Background: an optimization exercise with open tools, aiming at small area and a short achievable clock period. Do not read the settings as production practice.
Only simulation tests tie the RTL to the original design; equivalence was not proved.
Power and IR drop assume default switching activity.

==> flow/design.v (excerpt) <==
module schoolbook(clk, rst, a, b, c);
input clk;
input rst;
input [282:0] a;
input [282:0] b;
output [565:0] c;
reg  [282:0] am;
reg  [282:0] hi;
reg  [282:0] lo;
reg  [8:0]   count;
reg          first;
reg          done;
wire         bn = first ? b[1] : lo[1];
wire [282:0] g0 = hi & am;
wire [282:0] p0 = hi ^ am;
wire g1_1 = g0[1] | (p0[1] & g0[0]);
wire p1_1 = p0[1] & p0[0];
wire g1_3 = g0[3] | (p0[3] & g0[2]);
wire p1_3 = p0[3] & p0[2];
wire g1_5 = g0[5] | (p0[5] & g0[4]);
wire p1_5 = p0[5] & p0[4];
wire g1_7 = g0[7] | (p0[7] & g0[6]);
wire p1_7 = p0[7] & p0[6];
wire g1_9 = g0[9] | (p0[9] & g0[8]);
wire p1_9 = p0[9] & p0[8];
wire g1_11 = g0[11] | (p0[11] & g0[10]);
wire p1_11 = p0[11] & p0[10];
wire g1_13 = g0[13] | (p0[13] & g0[12]);
wire p1_13 = p0[13] & p0[12];
wire g1_15 = g0[15] | (p0[15] & g0[14]);
wire p1_15 = p0[15] & p0[14];
wire g1_17 = g0[17] | (p0[17] & g0[16]);
wire p1_17 = p0[17] & p0[16];
wire g1_19 = g0[19] | (p0[19] & g0[18]);
  ...
clock: 14.0 ns
lec_check: 0
cap_margin: 20
core_area: 5 5 395 395
die_area: 0 0 400 400
place_density: 0.35
slew_margin: 40
standard.sh (not shown) runs the stock make flow with config.mk's settings and CLKGATE_MAP_FILE= SYNTH_SCRIPT=/design/flow/synth_recipe.tcl, a recipe that flattens the netlist after the stock synthesis.
==> flow/flow/run.sh <==
#!/bin/bash
set -euo pipefail
bash standard.sh SETUP_SLACK_MARGIN=9.75 BUFFER_PORTS_ARGS="-buffer_cell sky130_fd_sc_hd__buf_1" CTS_ARGS="-sink_clustering_enable -repair_clock_nets -dont_use_dummy_load -sink_clustering_size 30 -sink_clustering_max_diameter 100" finish > standard.log 2>&1
Rerun with:
==> flow/flow/run.sh (replaced) <==
#!/bin/bash
set -euo pipefail
bash standard.sh SETUP_SLACK_MARGIN=10 BUFFER_PORTS_ARGS="-buffer_cell sky130_fd_sc_hd__buf_1" finish > standard.log 2>&1
Settings changed: CTS_CLUSTER_DIAMETER set to 60, CTS_CLUSTER_SIZE set to 30, PLACE_DENSITY 0.35 to 0.6.
What happened:
- die area stays the same
- sequential power went up by about 1%
- area after synthesis is unchanged
- total power went up by 27%
- routed wire length went up by 2.1%
- setup slack gets worse by 0.20 ns
- global-route usage hardly moves
Rerun with:
==> flow/flow/run.sh (replaced) <==
#!/bin/bash
set -euo pipefail
bash standard.sh SETUP_SLACK_MARGIN=9.75 BUFFER_PORTS_ARGS="-buffer_cell sky130_fd_sc_hd__buf_1" CTS_ARGS="-sink_clustering_enable -repair_clock_nets -dont_use_dummy_load" finish > standard.log 2>&1
Settings changed: CTS_CLUSTER_DIAMETER 60 to unset, CTS_CLUSTER_SIZE 30 to unset, GPL_ROUTABILITY_DRIVEN set to 0, PLACE_DENSITY 0.6 to 0.35.
Result:
- synthesized cell count does not change
- maximum frequency goes up by 4.6%
- final cell count goes down by 7.1%
- cell area goes down by 12%
- global-route usage goes up by 0.34 points
Rerun with:
==> flow/flow/run.sh (replaced) <==
#!/bin/bash
set -euo pipefail
bash standard.sh SETUP_SLACK_MARGIN=10 BUFFER_PORTS_ARGS="-buffer_cell sky130_fd_sc_hd__buf_1" finish > standard.log 2>&1
Settings changed: GPL_ROUTABILITY_DRIVEN 0 to unset, PLACE_DENSITY 0.35 to 0.6.
What happened: Combinational power is higher by 31%; power goes up by 14%; sequential power rose by about 1%.
Rerun with:
==> flow/flow/run.sh (replaced) <==
#!/bin/bash
set -euo pipefail
bash standard.sh SETUP_SLACK_MARGIN=9.75 BUFFER_PORTS_ARGS="-buffer_cell sky130_fd_sc_hd__buf_1" CTS_ARGS="-sink_clustering_enable -repair_clock_nets -dont_use_dummy_load -sink_clustering_size 30 -sink_clustering_max_diameter 80" finish > standard.log 2>&1
Settings changed: PLACE_DENSITY 0.6 to 0.35.
Outcome:
- The new run finished clean
- synthesized cell count does not change
- hold slack improves by 0.0044 ns
- clock power went down by a quarter to a third
- fmax went up slightly
- power went down by about a fifth
- utilization went down by 5.7 points
- worst setup slack improves by 0.075 ns
- sequential share of layout area went up by 6.1 points
Rerun with:
==> flow/flow/run.sh (replaced) <==
#!/bin/bash
set -euo pipefail
bash standard.sh SETUP_SLACK_MARGIN=9.75 BUFFER_PORTS_ARGS="-buffer_cell sky130_fd_sc_hd__buf_1" finish > standard.log 2>&1
=> Sequential share of layout area went down by 1.6 points. Synthesized area is unchanged. Power went up by roughly a tenth. Critical path depth does not change. Wire length went up slightly. Cell area went up by a few percent. Synthesized cell count is unchanged. Global-route usage stays flat.

========
## v23
schoolbook again, from the RTL that the note above started with.
Settings: LEC_CHECK=0, CAP_MARGIN=20, CORE_AREA=5 5 395 395, DIE_AREA=0 0 400 400, PLACE_DENSITY=0.35, SLEW_MARGIN=20; clock period 14.0 ns.
==> flow/flow/run.sh <==
#!/bin/bash
set -euo pipefail
bash standard.sh SETUP_SLACK_MARGIN=9.75 BUFFER_PORTS_ARGS="-buffer_cell sky130_fd_sc_hd__buf_1" CTS_ARGS="-sink_clustering_enable -repair_clock_nets -dont_use_dummy_load" finish > standard.log 2>&1
Per the final summary, v23 finished and its layout is clean on timing, DRC and antenna.
diff inputs: v23 => v58
Settings: putting CTS_BUF_LIST at sky130_fd_sc_hd__clkbuf_8 where nothing was set; swapping 0.35 for 0.6 in PLACE_DENSITY; swapping 20 for 40 in SLEW_MARGIN.
==> flow/flow/run.sh <==
#!/bin/bash
set -euo pipefail
bash standard.sh SETUP_SLACK_MARGIN=9.5 BUFFER_PORTS_ARGS="-buffer_cell sky130_fd_sc_hd__buf_1" finish > standard.log 2>&1
==> run notes <==
v58 finished every step from synthesis to the final layout, and the layout passed the timing, design-rule and antenna checks.
v58: half-perimeter wire length after detailed placement higher than v23
v58 ends up with higher leakage power summed over all cells than v23 does.
The clock slew at the register clock pins of the worst setup and hold paths of v58 and that of v23 are within noise of each other.
Area of the multi-input gates: v58 vs v23 down 0.67%
Routed length per instance is lower on v58
Higher power dissipated by switching net loads among v23 and v58: v58
On routed via count divided by cell count, the lower figure sits with v23, not v58.
Of v23 and v58, v23 shows the lower power after layout, with v58 above it.
Compared with v23, v58 improves global-route wire length before repair.
Between v23 and v58, sequential share of layout area decreased.
The inputs of v55 differ from those of v58 as listed below.
Settings: CORE_MARGIN now 2, previously not set; CTS_BUF_LIST no longer set, was sky130_fd_sc_hd__clkbuf_8; CORE_UTILIZATION now 50, previously not set; CORE_AREA no longer set, was 5 5 395 395; DIE_AREA no longer set, was 0 0 400 400.
==> flow/flow/run.sh <==
#!/bin/bash
set -euo pipefail
bash standard.sh SETUP_SLACK_MARGIN=9 BUFFER_PORTS_ARGS="-buffer_cell sky130_fd_sc_hd__buf_1" finish > standard.log 2>&1
==> comparison <==
From v58 to v55, number of enable-type register cells in the synthesized netlist did not move at all.
NOTE: y dimension of the die in v55 falls short of that of v58
Horizontal extent of the die for v55: 100 um down relative to v58
Cell area after technology mapping came out exactly the same in v55 and v58.
Going from v58 to v55, the initial cell density of the core was found to have gone up by 22 points.
v55 gives less site row count than v58 did.
Of v55 and v58, only v58 finishes the flow clean.
FAIL v55 @ I/O pin placement: tool exited with error
Delta (v55 minus v58): post-synthesis area per instance neither gained nor lost much, adder-cell share of the synthesized area neither gained nor lost much, post-synthesis mux area share neither gained nor lost much.
For v37, these inputs were changed with respect to v55:
Settings: putting CORE_AREA at 5 5 395 395 where nothing was set; clearing CORE_MARGIN, which used to be 2; putting DIE_AREA at 0 0 400 400 where nothing was set; clearing CORE_UTILIZATION, which used to be 50.
[summary]
- Of v37 and v55, v55 shows the lower standard-cell row count, with v37 above it.
- Per the comparison of v37 with v55, number of enable-type register cells in the synthesized netlist barely changed; synthesized area neither gained nor lost much; synthesized cell count has remained practically unchanged.
- Reported for v37 and v55, sequential cell area fraction in the yosys report turned out identical to the last digit.
- Re average size of a mapped cell: no difference whatsoever between v55 and v37.
- v37: flow completed, timing, DRC and antenna clean
- As of v37, width of the die had risen by more than a quarter compared to v55.
- Diff v55 -> v37 | vertical die dimension | up by more than a quarter
- Compare v37 and v55 | starting density of the core lower: v37
- Net count after synthesis delta (v37 -> v55): insignificant
## Diff of input files: v2 against v37
Settings: changing PLACE_DENSITY from 0.6 to 0.45.
==> flow/flow/run.sh <==
#!/bin/bash
set -euo pipefail
bash standard.sh SETUP_SLACK_MARGIN=9.75 BUFFER_PORTS_ARGS="-buffer_cell sky130_fd_sc_hd__buf_1" finish > standard.log 2>&1
## What came out
Against v37, time the worst path needs with I/O delays and setup in v2 came out better. Wire: v2 routes less than v37. Looking at highest-delay cell along the critical path, the sky130_fd_sc_hd__buf_1 result is from v37; the sky130_fd_sc_hd__edfxtp_1 one comes from v2. Sort v2 and v37 by cell area after layout desc -> top: v2.

========
oak:
schoolbook, a different RTL version from the one above (not shown whole).
For scale: roughly 3700 cells after synthesis, about 860 flip-flops.
export LEC_CHECK = 0
export CAP_MARGIN = 20
export CORE_MARGIN = 2
export CORE_UTILIZATION = 50
export PLACE_DENSITY = 0.6
export SLEW_MARGIN = 40
create_clock -name core_clock -period 14.0 [get_ports {clk}]
==> flow/flow/run.sh <==
#!/bin/bash
set -euo pipefail
bash standard.sh SETUP_SLACK_MARGIN=9 BUFFER_PORTS_ARGS="-buffer_cell sky130_fd_sc_hd__buf_1" finish > standard.log 2>&1
In the summary table, oak is marked failed, with error PPL-0024 raised in I/O pin placement.
#### Input delta (pine over oak)
diff --git a/flow/config.mk b/flow/config.mk
--- a/flow/config.mk
+++ b/flow/config.mk
@@ -9,2 +9,2 @@
-export CORE_MARGIN = 2
-export CORE_UTILIZATION = 50
+export CORE_AREA = 5 5 395 395
+export DIE_AREA = 0 0 400 400
--- outcome ---
The flow did not stop early for pine: all stages ran, and the layout cleared the timing, design-rule and antenna checks.
Re number of enable-type register cells in the synthesized netlist: no difference whatsoever between pine and oak.
Synthesized cell count: pine vs oak identical
Re sequential-to-total area share from yosys stat: no difference whatsoever between pine and oak.
pine -> oak: multiplexer share of the synthesized area delta 0, exact match
Comparing oak against pine, there is no change at all in net count of the mapped netlist.
Die boundary height: pine higher than oak
pine has width of the chip above what oak had.
Number of placement rows for pine is higher than for oak.
Comparing pine with oak, the mean post-synth cell area came out essentially unchanged.
~same share of synthesized cell area in and, or, nand and nor gates in pine and oak
Starting density of the core: pine lower than oak

-- separate check: timing with driven ports --
How much do the figures lean on ideal ports? The routed layouts below were timed once more, with nothing changed but the port constraints.
Step 1, drivers: a clkbuf_16 drives clk and a buf_2 each remaining input, both assumed.
Step 2 also shifts input and output timing later by t, the mid clock arrival at the registers, as if the neighbouring blocks saw the same clock.
Three values: ideal, step 1, step 2; two values: the first two.
run	t (ns)	setup slack, ns	worst register clock-pin slew, ns	pins driven straight from the clock port
the first run of note 1	0.731	9.749 / 9.663 / 9.322	0.12 / 0.12	1
the second run of note 1	0.781	9.553 / 9.483 / 9.359	0.09 / 0.09	1
the third run of note 1	0.783	9.751 / 9.667 / 9.150	0.06 / 0.06	1
the fourth run of note 1	0.787	9.646 / 9.571 / 9.346	0.07 / 0.07	1
the fifth run of note 1	0.747	9.721 / 9.636 / 9.222	0.10 / 0.10	1
the sixth run of note 1	0.792	9.730 / 9.645 / 9.236	0.06 / 0.06	1
v23	0.774	9.754 / 9.672 / 9.114	0.06 / 0.06	1
v58	0.950	9.465 / 9.386 / 8.748	0.07 / 0.07	1
v37	0.756	9.289 / 9.217 / 8.824	0.07 / 0.07	1
v2	0.793	9.721 / 9.639 / 9.216	0.06 / 0.06	1
pine	0.782	9.233 / 9.213 / 9.047	0.07 / 0.07	1
After both steps every run listed still meets setup and hold. The setup slack of v58, which loses most, moves by -0.079 ns with the drivers and by -0.717 ns with both steps.
